What follows belongs to an exercise in optimizing a design on an open flow for small area and a short achievable clock period; a production flow would make more cautious choices. At most, simulation tests tie the RTL to the original design; equivalence was not proved. Only the layout flow was run in run 2; the RTL was not checked for function there.

==> flow/design.v, too long to show whole: its modules and the start of the top module <==
// module CTE: 983 lines
// module CTE_fa: 5 lines
// module CTE_ha: 5 lines
module CTE ( clk, reset, op_mode, in_en, yuv_in, rgb_in, busy, out_valid, rgb_out, yuv_out);
  // ...
==> flow/flow/run.sh <==
#!/bin/bash
# Standard layout (the standard.sh: standard synthesis and ORFS flow), with the
# port buffers made from buf_1 instead of the default delay buffer.
set -euo pipefail
bash standard.sh "BUFFER_PORTS_ARGS=-buffer_cell sky130_fd_sc_hd__buf_1" finish > standard_flow.log 2>&1
==> flow/standard.sh <==
#!/bin/bash
# synth_recipe.tcl (not shown) runs the flow's synth.tcl, then flattens the netlist and writes it again
# the make line also repeats each setting of config.mk as NAME=value (left out here)
make -C /OpenROAD-flow-scripts/flow DESIGN_CONFIG=/design/flow/config.mk WORK_HOME=/design/flow/orfs CLKGATE_MAP_FILE= SYNTH_SCRIPT=/design/flow/synth_recipe.tcl "${@:-finish}"
==> flow/config.mk <==
export PLATFORM = sky130hd
export DESIGN_NAME = CTE
export DESIGN_NICKNAME = CTE
export VERILOG_FILES = /design/flow/design.v
export SDC_FILE = /design/flow/constraint.sdc
export NUM_CORES = 4
export LEC_CHECK = 0
export CAP_MARGIN = 20
export CORE_MARGIN = 2
export CORE_UTILIZATION = 40
export CTS_BUF_LIST = sky130_fd_sc_hd__clkbuf_8
export SLEW_MARGIN = 20
export SYNTH_HIERARCHICAL = 1
==> flow/constraint.sdc <==
create_clock -name core_clock -period 25.0 [get_ports {clk}]
set_input_delay 5.0000 -clock core_clock [delete_from_list [all_inputs] [get_ports {clk}]]
set_output_delay 5.0000 -clock core_clock [all_outputs]
set_load 0.01 [all_outputs]
==> reports/results.ini, run 1 <==
[final_layout]
antenna_cells = 0
utilization = 0.429
drive_above_1_share = 0.0357
area_share_nonclk_buffers = 0.0357
clkCellAreaFrac = 0.0101

[placement]
gp_congestion = 0.949
postPlaceCellArea_um2 = 8000
dpl.hpwl_um = 16400

[sta]
tns_ns = 0
worstMarginPinSlew_ns = 0.988
rsz0062_at_grt = no
fmax_mhz = 113

[run_status]
outcome = timing/DRC/antenna clean

[drt]
drtIter0Drc = 455

[global_routing]
grt_use_met1 = 0.266
gr-max-usage-layer = met2

[synth]
ys_seq_elements = 46
synth_xor_area_frac = 0.0363
yosys.area_share.simple = 0.130
ys_types = 60
yosys.area_share.adder = 0.419

[setup_path]
crit_top_cell = fa_1
r2r_slack_ns = 18.21
path_cells = buf_1 > nand2_1 > o21ai_0 > fa_1 > fa_1 > fa_1 > fa_1 > fa_1 > ha_1 > nand2_1 > nor2_1 > a221o_1 > a31oi_4 > a2111o_1 > o311ai_2
r2r-start = cnt[0]

[clock_tree]
clock-sinks = 46

[min_path]
min_path_type = reg -> reg

==> inputs of run 2 (changes only) <==
--- a/flow/design.v
+++ b/flow/design.v
@@ -116,119 +116,111 @@
 wire m0_93 = m0_78 | (m0_77 & m0_76);
 wire m0_94 = m0_77 & m0_75;
 wire m0_95 = m0_82 | (m0_81 & m0_80);
 wire m0_96 = m0_81 & m0_79;
 wire m0_97 = m0_86 | (m0_85 & m0_84);
 wire m0_98 = m0_85 & m0_83;
 wire m0_99 = m0_90 | (m0_89 & m0_88);
 wire m0_100 = m0_89 & m0_87;
-wire m0_101 = m0_72 | (m0_71 & m0_70);
-wire m0_102 = m0_91 | (m0_92 & m0_70);
-wire m0_103 = m0_80 | (m0_79 & m0_93);
-wire m0_104 = m0_79 & m0_94;
-wire m0_105 = m0_95 | (m0_96 & m0_93);
-wire m0_106 = m0_96 & m0_94;
-wire m0_107 = m0_88 | (m0_87 & m0_97);
-wire m0_108 = m0_87 & m0_98;
-wire m0_109 = m0_99 | (m0_100 & m0_97);
-wire m0_110 = m0_100 & m0_98;
-wire m0_111 = m0_76 | (m0_75 & m0_102);
-wire m0_112 = m0_93 | (m0_94 & m0_102);
-wire m0_113 = m0_103 | (m0_104 & m0_102);
-wire m0_114 = m0_105 | (m0_106 & m0_102);
-wire m0_115 = 1'b1 & m0_109;
-wire m0_116 = 1'b1 & m0_110;
-wire m0_117 = m0_84 | (m0_83 & m0_114);
-wire m0_118 = m0_97 | (m0_98 & m0_114);
-wire m0_119 = m0_107 | (m0_108 & m0_114);
-wire m0_120 = m0_109 | (m0_110 & m0_114);
-wire m0_121 = m0_115 | (m0_116 & m0_114);
-wire m0_122 = m0_71 ^ m0_70;
-wire m0_123 = m0_73 ^ m0_101;
-wire m0_124 = m0_75 ^ m0_102;
-wire m0_125 = m0_77 ^ m0_111;
-wire m0_126 = m0_79 ^ m0_112;
-wire m0_127 = m0_81 ^ m0_113;
-wire m0_128 = m0_83 ^ m0_114;
-wire m0_129 = m0_85 ^ m0_117;
-wire m0_130 = m0_87 ^ m0_118;
-wire m0_131 = m0_89 ^ m0_119;
-wire m0_132 = 1'b1 ^ m0_120;
-wire m0_133 = ~m0_132 & (m0_131 | m0_123);
-wire m0_134 = ~m0_132 & (m0_131 | m0_124);
-wire m0_135 = ~m0_132 & (m0_131 | m0_125);
-wire m0_136 = ~m0_132 & (m0_131 | m0_126);
-wire m0_137 = ~m0_132 & (m0_131 | m0_127);
-wire m0_138 = ~m0_132 & (m0_131 | m0_128);
-wire m0_139 = ~m0_132 & (m0_131 | m0_129);
-wire m0_140 = ~m0_132 & (m0_131 | m0_130);
-wire m0_141 = ~uu[7];
-wire m0_142 = yy[1] ^ uu[0];
-wire m0_143 = yy[1] & uu[0];
-wire m0_144 = yy[2] ^ uu[1];
-wire m0_145 = yy[2] & uu[1];
-wire m0_146 = yy[3] ^ uu[2];
-wire m0_147 = yy[3] & uu[2];
-wire m0_148 = yy[4] ^ uu[3];
-wire m0_149 = yy[4] & uu[3];
-wire m0_150 = yy[5] ^ uu[4];
-wire m0_151 = yy[5] & uu[4];
-wire m0_152 = yy[6] ^ uu[5];
-wire m0_153 = yy[6] & uu[5];
-wire m0_154 = yy[7] ^ uu[6];
-wire m0_155 = yy[7] & uu[6];
-wire m0_156 = m0_141 ^ 1'b1;
-wire m0_157 = m0_141 & 1'b1;
-wire m0_158 = m0_142 & yy[0];
-wire m0_159 = m0_147 | (m0_146 & m0_145);
-wire m0_160 = m0_146 & m0_144;
-wire m0_161 = m0_151 | (m0_150 & m0_149);
-wire m0_162 = m0_150 & m0_148;
-wire m0_163 = m0_155 | (m0_154 & m0_153);
-wire m0_164 = m0_154 & m0_152;
-wire m0_165 = 1'b1 & m0_157;
-wire m0_166 = 1'b1 & m0_156;
-wire m0_167 = m0_145 | (m0_144 & m0_143);
-wire m0_168 = m0_144 & m0_158;
-wire m0_169 = m0_159 | (m0_160 & m0_143);
-wire m0_170 = m0_160 & m0_158;
-wire m0_171 = m0_153 | (m0_152 & m0_161);
-wire m0_172 = m0_152 & m0_162;
-wire m0_173 = m0_163 | (m0_164 & m0_161);
-wire m0_174 = m0_164 & m0_162;
-wire m0_175 = m0_149 | (m0_148 & m0_169);
-wire m0_176 = m0_148 & m0_170;
-wire m0_177 = m0_161 | (m0_162 & m0_169);
-wire m0_178 = m0_162 & m0_170;
-wire m0_179 = m0_171 | (m0_172 & m0_169);
-wire m0_180 = m0_172 & m0_170;
-wire m0_181 = m0_173 | (m0_174 & m0_169);
-wire m0_182 = m0_174 & m0_170;
-wire m0_183 = m0_157 | (m0_156 & m0_181);
-wire m0_184 = m0_156 & m0_182;
-wire m0_185 = m0_165 | (m0_166 & m0_181);
-wire m0_186 = m0_166 & m0_182;
-wire m0_187 = m0_144 ^ m0_143;
-wire m0_188 = m0_146 ^ m0_167;
-wire m0_189 = m0_148 ^ m0_169;
-wire m0_190 = m0_150 ^ m0_175;
-wire m0_191 = m0_152 ^ m0_177;
-wire m0_192 = m0_154 ^ m0_179;
-wire m0_193 = m0_156 ^ m0_181;
-wire m0_194 = 1'b1 ^ m0_183;
-wire m0_195 = ~m0_194 & (m0_193 | yy[0]);
-wire m0_196 = ~m0_194 & (m0_193 | m0_142);
-wire m0_197 = ~m0_194 & (m0_193 | m0_187);
-wire m0_198 = ~m0_194 & (m0_193 | m0_188);
-wire m0_199 = ~m0_194 & (m0_193 | m0_189);
-wire m0_200 = ~m0_194 & (m0_193 | m0_190);
-wire m0_201 = ~m0_194 & (m0_193 | m0_191);
-wire m0_202 = ~m0_194 & (m0_193 | m0_192);
-assign rgb = {m0_7, m0_6, m0_5, m0_4, m0_3, m0_2, m0_1, m0_0, m0_140, m0_139, m0_138, m0_137, m0_136, m0_135, m0_134, m0_133, m0_202, m0_201, m0_200, m0_199, m0_198, m0_197, m0_196, m0_195};
+wire m0_101 = m0_91 | (m0_92 & m0_70);
+wire m0_102 = m0_95 | (m0_96 & m0_93);
+wire m0_103 = m0_96 & m0_94;
+wire m0_104 = m0_99 | (m0_100 & m0_97);
+wire m0_105 = m0_100 & m0_98;
+wire m0_106 = m0_102 | (m0_103 & m0_101);
+wire m0_107 = m0_104 | (m0_105 & m0_106);
+wire m0_108 = m0_93 | (m0_94 & m0_101);
+wire m0_109 = m0_97 | (m0_98 & m0_106);
+wire m0_110 = m0_72 | (m0_71 & m0_70);
+wire m0_111 = m0_76 | (m0_75 & m0_101);
+wire m0_112 = m0_80 | (m0_79 & m0_108);
+wire m0_113 = m0_84 | (m0_83 & m0_106);
+wire m0_114 = m0_88 | (m0_87 & m0_109);
+wire m0_115 = 1'b1 & m0_107;
+wire m0_116 = m0_71 ^ m0_70;
+wire m0_117 = m0_73 ^ m0_110;
+wire m0_118 = m0_75 ^ m0_101;
+wire m0_119 = m0_77 ^ m0_111;
+wire m0_120 = m0_79 ^ m0_108;
+wire m0_121 = m0_81 ^ m0_112;
+wire m0_122 = m0_83 ^ m0_106;
+wire m0_123 = m0_85 ^ m0_113;
+wire m0_124 = m0_87 ^ m0_109;
+wire m0_125 = m0_89 ^ m0_114;
+wire m0_126 = 1'b1 ^ m0_107;
+wire m0_127 = ~m0_126 & (m0_125 | m0_117);
+wire m0_128 = ~m0_126 & (m0_125 | m0_118);
+wire m0_129 = ~m0_126 & (m0_125 | m0_119);
+wire m0_130 = ~m0_126 & (m0_125 | m0_120);
+wire m0_131 = ~m0_126 & (m0_125 | m0_121);
+wire m0_132 = ~m0_126 & (m0_125 | m0_122);
+wire m0_133 = ~m0_126 & (m0_125 | m0_123);
+wire m0_134 = ~m0_126 & (m0_125 | m0_124);
+wire m0_135 = ~uu[7];
+wire m0_136 = yy[1] ^ uu[0];
+wire m0_137 = yy[1] & uu[0];
+wire m0_138 = yy[2] ^ uu[1];
+wire m0_139 = yy[2] & uu[1];
+wire m0_140 = yy[3] ^ uu[2];
+wire m0_141 = yy[3] & uu[2];
+wire m0_142 = yy[4] ^ uu[3];
+wire m0_143 = yy[4] & uu[3];
+wire m0_144 = yy[5] ^ uu[4];
+wire m0_145 = yy[5] & uu[4];
+wire m0_146 = yy[6] ^ uu[5];
+wire m0_147 = yy[6] & uu[5];
+wire m0_148 = yy[7] ^ uu[6];
+wire m0_149 = yy[7] & uu[6];
+wire m0_150 = m0_135 ^ 1'b1;
+wire m0_151 = m0_135 & 1'b1;
+wire m0_152 = m0_136 & yy[0];
+wire m0_153 = m0_141 | (m0_140 & m0_139);
+wire m0_154 = m0_140 & m0_138;
+wire m0_155 = m0_145 | (m0_144 & m0_143);
+wire m0_156 = m0_144 & m0_142;
+wire m0_157 = m0_149 | (m0_148 & m0_147);
+wire m0_158 = m0_148 & m0_146;
+wire m0_159 = 1'b1 & m0_151;
+wire m0_160 = 1'b1 & m0_150;
+wire m0_161 = m0_153 | (m0_154 & m0_137);
+wire m0_162 = m0_154 & m0_152;
+wire m0_163 = m0_157 | (m0_158 & m0_155);
+wire m0_164 = m0_158 & m0_156;
+wire m0_165 = m0_163 | (m0_164 & m0_161);
+wire m0_166 = m0_164 & m0_162;
+wire m0_167 = m0_155 | (m0_156 & m0_161);
+wire m0_168 = m0_156 & m0_162;
+wire m0_169 = m0_159 | (m0_160 & m0_165);
+wire m0_170 = m0_160 & m0_166;
+wire m0_171 = m0_139 | (m0_138 & m0_137);
+wire m0_172 = m0_138 & m0_152;
+wire m0_173 = m0_143 | (m0_142 & m0_161);
+wire m0_174 = m0_142 & m0_162;
+wire m0_175 = m0_147 | (m0_146 & m0_167);
+wire m0_176 = m0_146 & m0_168;
+wire m0_177 = m0_151 | (m0_150 & m0_165);
+wire m0_178 = m0_150 & m0_166;
+wire m0_179 = m0_138 ^ m0_137;
+wire m0_180 = m0_140 ^ m0_171;
+wire m0_181 = m0_142 ^ m0_161;
+wire m0_182 = m0_144 ^ m0_173;
+wire m0_183 = m0_146 ^ m0_167;
+wire m0_184 = m0_148 ^ m0_175;
+wire m0_185 = m0_150 ^ m0_165;
+wire m0_186 = 1'b1 ^ m0_177;
+wire m0_187 = ~m0_186 & (m0_185 | yy[0]);
+wire m0_188 = ~m0_186 & (m0_185 | m0_136);
+wire m0_189 = ~m0_186 & (m0_185 | m0_179);
+wire m0_190 = ~m0_186 & (m0_185 | m0_180);
+wire m0_191 = ~m0_186 & (m0_185 | m0_181);
+wire m0_192 = ~m0_186 & (m0_185 | m0_182);
+wire m0_193 = ~m0_186 & (m0_185 | m0_183);
+wire m0_194 = ~m0_186 & (m0_185 | m0_184);
+assign rgb = {m0_7, m0_6, m0_5, m0_4, m0_3, m0_2, m0_1, m0_0, m0_134, m0_133, m0_132, m0_131, m0_130, m0_129, m0_128, m0_127, m0_194, m0_193, m0_192, m0_191, m0_190, m0_189, m0_188, m0_187};
 wire [7:0] ir = rgb_in[23:16], ig = rgb_in[15:8], ib = rgb_in[7:0];
 wire [7:0] dr = d[23:16], dg = d[15:8], db = d[7:0];
 wire sz = ((cnt == 2'd3) & ~(busy_r & valid_r)) | ((cnt == 2'd0) & busy_r);
 wire su = (cnt == 2'd0) & ~busy_r, sy = cnt[0] & ~sz, sv = (cnt == 2'd2);
 wire [18:0] na;
 wire [7:0] q;
 assign yuv_out = q;
 wire ea_0 = (su & ir[0]) | (sv & ~dr[0]);
==> run 2 against run 1 <==
Core utilization decreased by 0.097 points. Die area decreased by 0.35%. Maximum frequency shrank 8.7%. Synthesized area decreased by 0.36%. Synthesized cell count fell by 2.6%. Via count shrank 2.6%. Largest cell class unchanged. Highest routed layer unchanged.
==> reports/results.ini, run 2 <==
[run_status]
outcome = timing/DRC/antenna clean

[final_layout]
fillers = 1889
top_register = d
final_common_cell = fa_1
nNetsFinal = 1050
syn_to_final_growth_pct = 4.59
final_cell_mix = 112 x fa_1, 94 x nand2_1, 84 x ha_1
largest_reg_flops = 24
antenna_cells = 0  ; unchanged
fin_cells = 1053
reg_top3 = d: 24 flops, np: 18 flops, cnt: 2 flops
drive_above_1_share = 0.0317  ; -0.00393
layout.area.seq_um2 = 1360
multi_input_area_um2 = 5710

[synth]
syn_avg_cell_area_um2 = 9.71
ys_seq_elements = 46  ; unchanged
synth_flop_cell = edfxtp_1
synth.most_common_cell = fa_1
ys_seq_area_frac = 0.177
yosysTopAreaCell = fa_1
ys_types = 56  ; -6.7%
ys_top_cells_by_count = 112 x fa_1, 94 x nand2_1, 84 x ha_1, 73 x inv_1, 64 x a21oi_1
synth_top_area_frac = 0.292
mappedNetlistNets = 1024
yosys-top-cells-area = fa_1 29%, edfxtp_1 16%, ha_1 14%
syn-cell-area_um2 = 7690
syn-instance-count = 792
ys_warn_count = 7
async_reset_ff_frac = 0.0870
synth_edf_count = 42

[floorplan]
initial_utilization = 0.410
chipWidth_um = 143
design.core.area_um2 = 18800
dieArea_um2 = 20300
placementRows = 50
die_h_um = 143
io_pins = 70

[min_path]
whs_endpoint = cnt[1]
whs_path_depth = 1
min_path_type = reg -> reg
hold_start = cnt[1]

[sta]
finalMaxSlewViolations = 0
final_hold_viol_count = 0
max-slew-margin-rel = 0.446
finClkSkew_ns = 0.0259
worstMarginPinSlew_ns = 0.831  ; -0.157 ns
post-route-period-util = 0.389
setup_violations = 0
fmax_mhz = 103  ; -8.7%
rsz0062_at_grt = no
fin_crit_ns = 9.73
tns_ns = 0  ; unchanged

[global_routing]
grtUsageTotal = 0.203
grt_overflow_total = 0
grt_max_degree = 41
grt_first_pass_wirelength_um = 31300
grt_pass1_vias = 5813
antenna_found_initial = 0

[drt]
drt_first_pass_iters = 6
detail-route-antenna-nets = 0
drtIter0Drc = 348  ; -24%
drc = 0
routed_wl_um = 19700
via_per_inst = 5.52
wl_per_cell_um = 18.7
vias = 5813

[clock_tree]
clk_pin_slew_ns = 0.11
clk_latency_ns = 0.33
cts_buffers = 5
ctsResizeCount = 0
root_buffer = clkbuf_8
clock_path_buffers = 2
cts_tree = built
cts-hold-fix-buffers = 0
cts_setup_buffers = 0
cts_max_level = 2
clock-sinks = 46  ; unchanged

[placement]
dp_cells = 1045
dpl.hpwl_um = 16800  ; +2.5%
gp_congestion = 0.903  ; -4.9%
io_buffers = 69

[setup_path]
crit_type = reg -> out
r2r-start = cnt[0]
path_max_fanout = 9
cp_data_required_time_ns = 20.00
arrival_ns = 4.73
ff2ff_path_depth = 20
r2r-end = np[17]
critPathLaunchType = flip-flop
r2r_slack_ns = 17.99  ; -0.22 ns
crit_path_end_kind = primary output

[run]
drv_cap = 0

run 2: changes by cell type after synthesis, moves of 4 or more:
cell / delta
o21ai_0: -18
nor2_1: -14
a21oi_1: +7
nand4_1: -6
nand3b_1: -4
xor2_1: +4
run 2: per-module statistics from Yosys (local to each module, per instance):
module	cells inside	area, um2	flip-flops and latches
CTE_ha	1	12.5	0
CTE	666	5330	46
CTE_fa	1	20.0	0
run 2: per-layer routing:
layer | routed length (um) | global-route usage | vias to the layer above | share of wire
met5 | 0 | 0 | - | 0
met2 | 9070 | 0.338 | 243 | 0.46
met1 | 8510 | 0.268 | 2787 | 0.43
li1 | - | - | 2748 | -
met4 | 686 | 0.0688 | 0 | 0.035
met3 | 1410 | 0.0379 | 35 | 0.071
run 2: worst max-delay path, stage by stage (launching register included):
cell and delay [ns]:
edfxtp_1 0.47, inv_1 0.14, ha_1 0.22, fa_1 0.50, fa_1 0.41, ha_1 0.34
a41o_1 0.25, a21oi_1 0.13, o31ai_1 0.12, a21o_1 0.22, a21o_1 0.19, fa_1 0.37
xor2_1 0.55, nand2b_1 0.12, a21oi_1 0.17, a311oi_1 0.06, buf_1 0.16
run 2: stage by stage:
step / worst slack, ns / hold WS (ns) / utilization / cell area, um2
2_1_floorplan: 15.96 / 0.555 / - / 7690
3_3_place_gp: 15.63 / 0.591 / 0.423 / 7950
3_5_place_dp: 15.54 / 0.610 / 0.423 / 7950
4_1_cts: 15.29 / 0.635 / 0.428 / 8040
5_1_grt: 14.99 / 0.649 / 0.428 / 8040
6_report: 15.27 / 0.633 / 0.428 / 8040
run 2: worst max-delay path by stage:
stage | from | end | slack, ns | cells after the start
2_1_floorplan | rgb_in[22] | np[17] | 15.96 | 14
3_3_place_gp | rgb_in[22] | np[17] | 15.63 | 15
3_5_place_dp | rgb_in[22] | np[17] | 15.54 | 15
4_1_cts | d[21] | rgb_out[14] | 15.29 | 16
5_1_grt | d[19] | rgb_out[14] | 14.99 | 16
6_report | d[21] | rgb_out[14] | 15.27 | 16
run 2: final cells by class:
| class | count | share of cell area |
|---|---|---|
| Tap cell | 234 | 0.0364 |
| Clock inverter | 3 | 0.00296 |
| Inverter | 76 | 0.0355 |
| Timing Repair Buffer | 74 | 0.0369 |
| Multi-Input combinational cell | 615 | 0.710 |
| Clock buffer | 5 | 0.00856 |
| Sequential cell | 46 | 0.169 |
run 2: logic make-up (layout without fill, tap and decap cells):
group	count (synthesis)	after routing	synth area share
flops	46	46	0.177
fa+ha+maj	196	196	0.428
buf+inv	131	158	0.0799
compound gates	187	187	0.163
simple gates	197	197	0.112
mux	1	1	0.00146
xor+xnor	34	34	0.0387

[port drivers added, routing unchanged]
In the flow no input, the clock included, has a driving cell. The finished layouts below were timed again as built, in two steps. Step 1: set_driving_cell puts a clkbuf_16 on clk and a buf_2 on each other input, an assumption about the parent block. Step 2 moves the port delays by t, midway between the first and last clock arrival at a register: inputs arrive t later, outputs are due t later. That takes back most of the time a late clock gives input paths. a / b / c = no drivers / after step 1 / after step 2; a / b = the first two.
run	t, ns	slack for setup (ns)	latest minus earliest clock arrival (ns)
run 1	0.358	16.121 / 16.087 / 15.778	0.013 / 0.014
run 2	0.358	15.275 / 15.236 / 15.516	0.028 / 0.027
After both steps setup and hold are still met in every run listed. The setup slack of run 1, which loses most, moves by -0.034 ns with the drivers and by -0.343 ns with both steps.
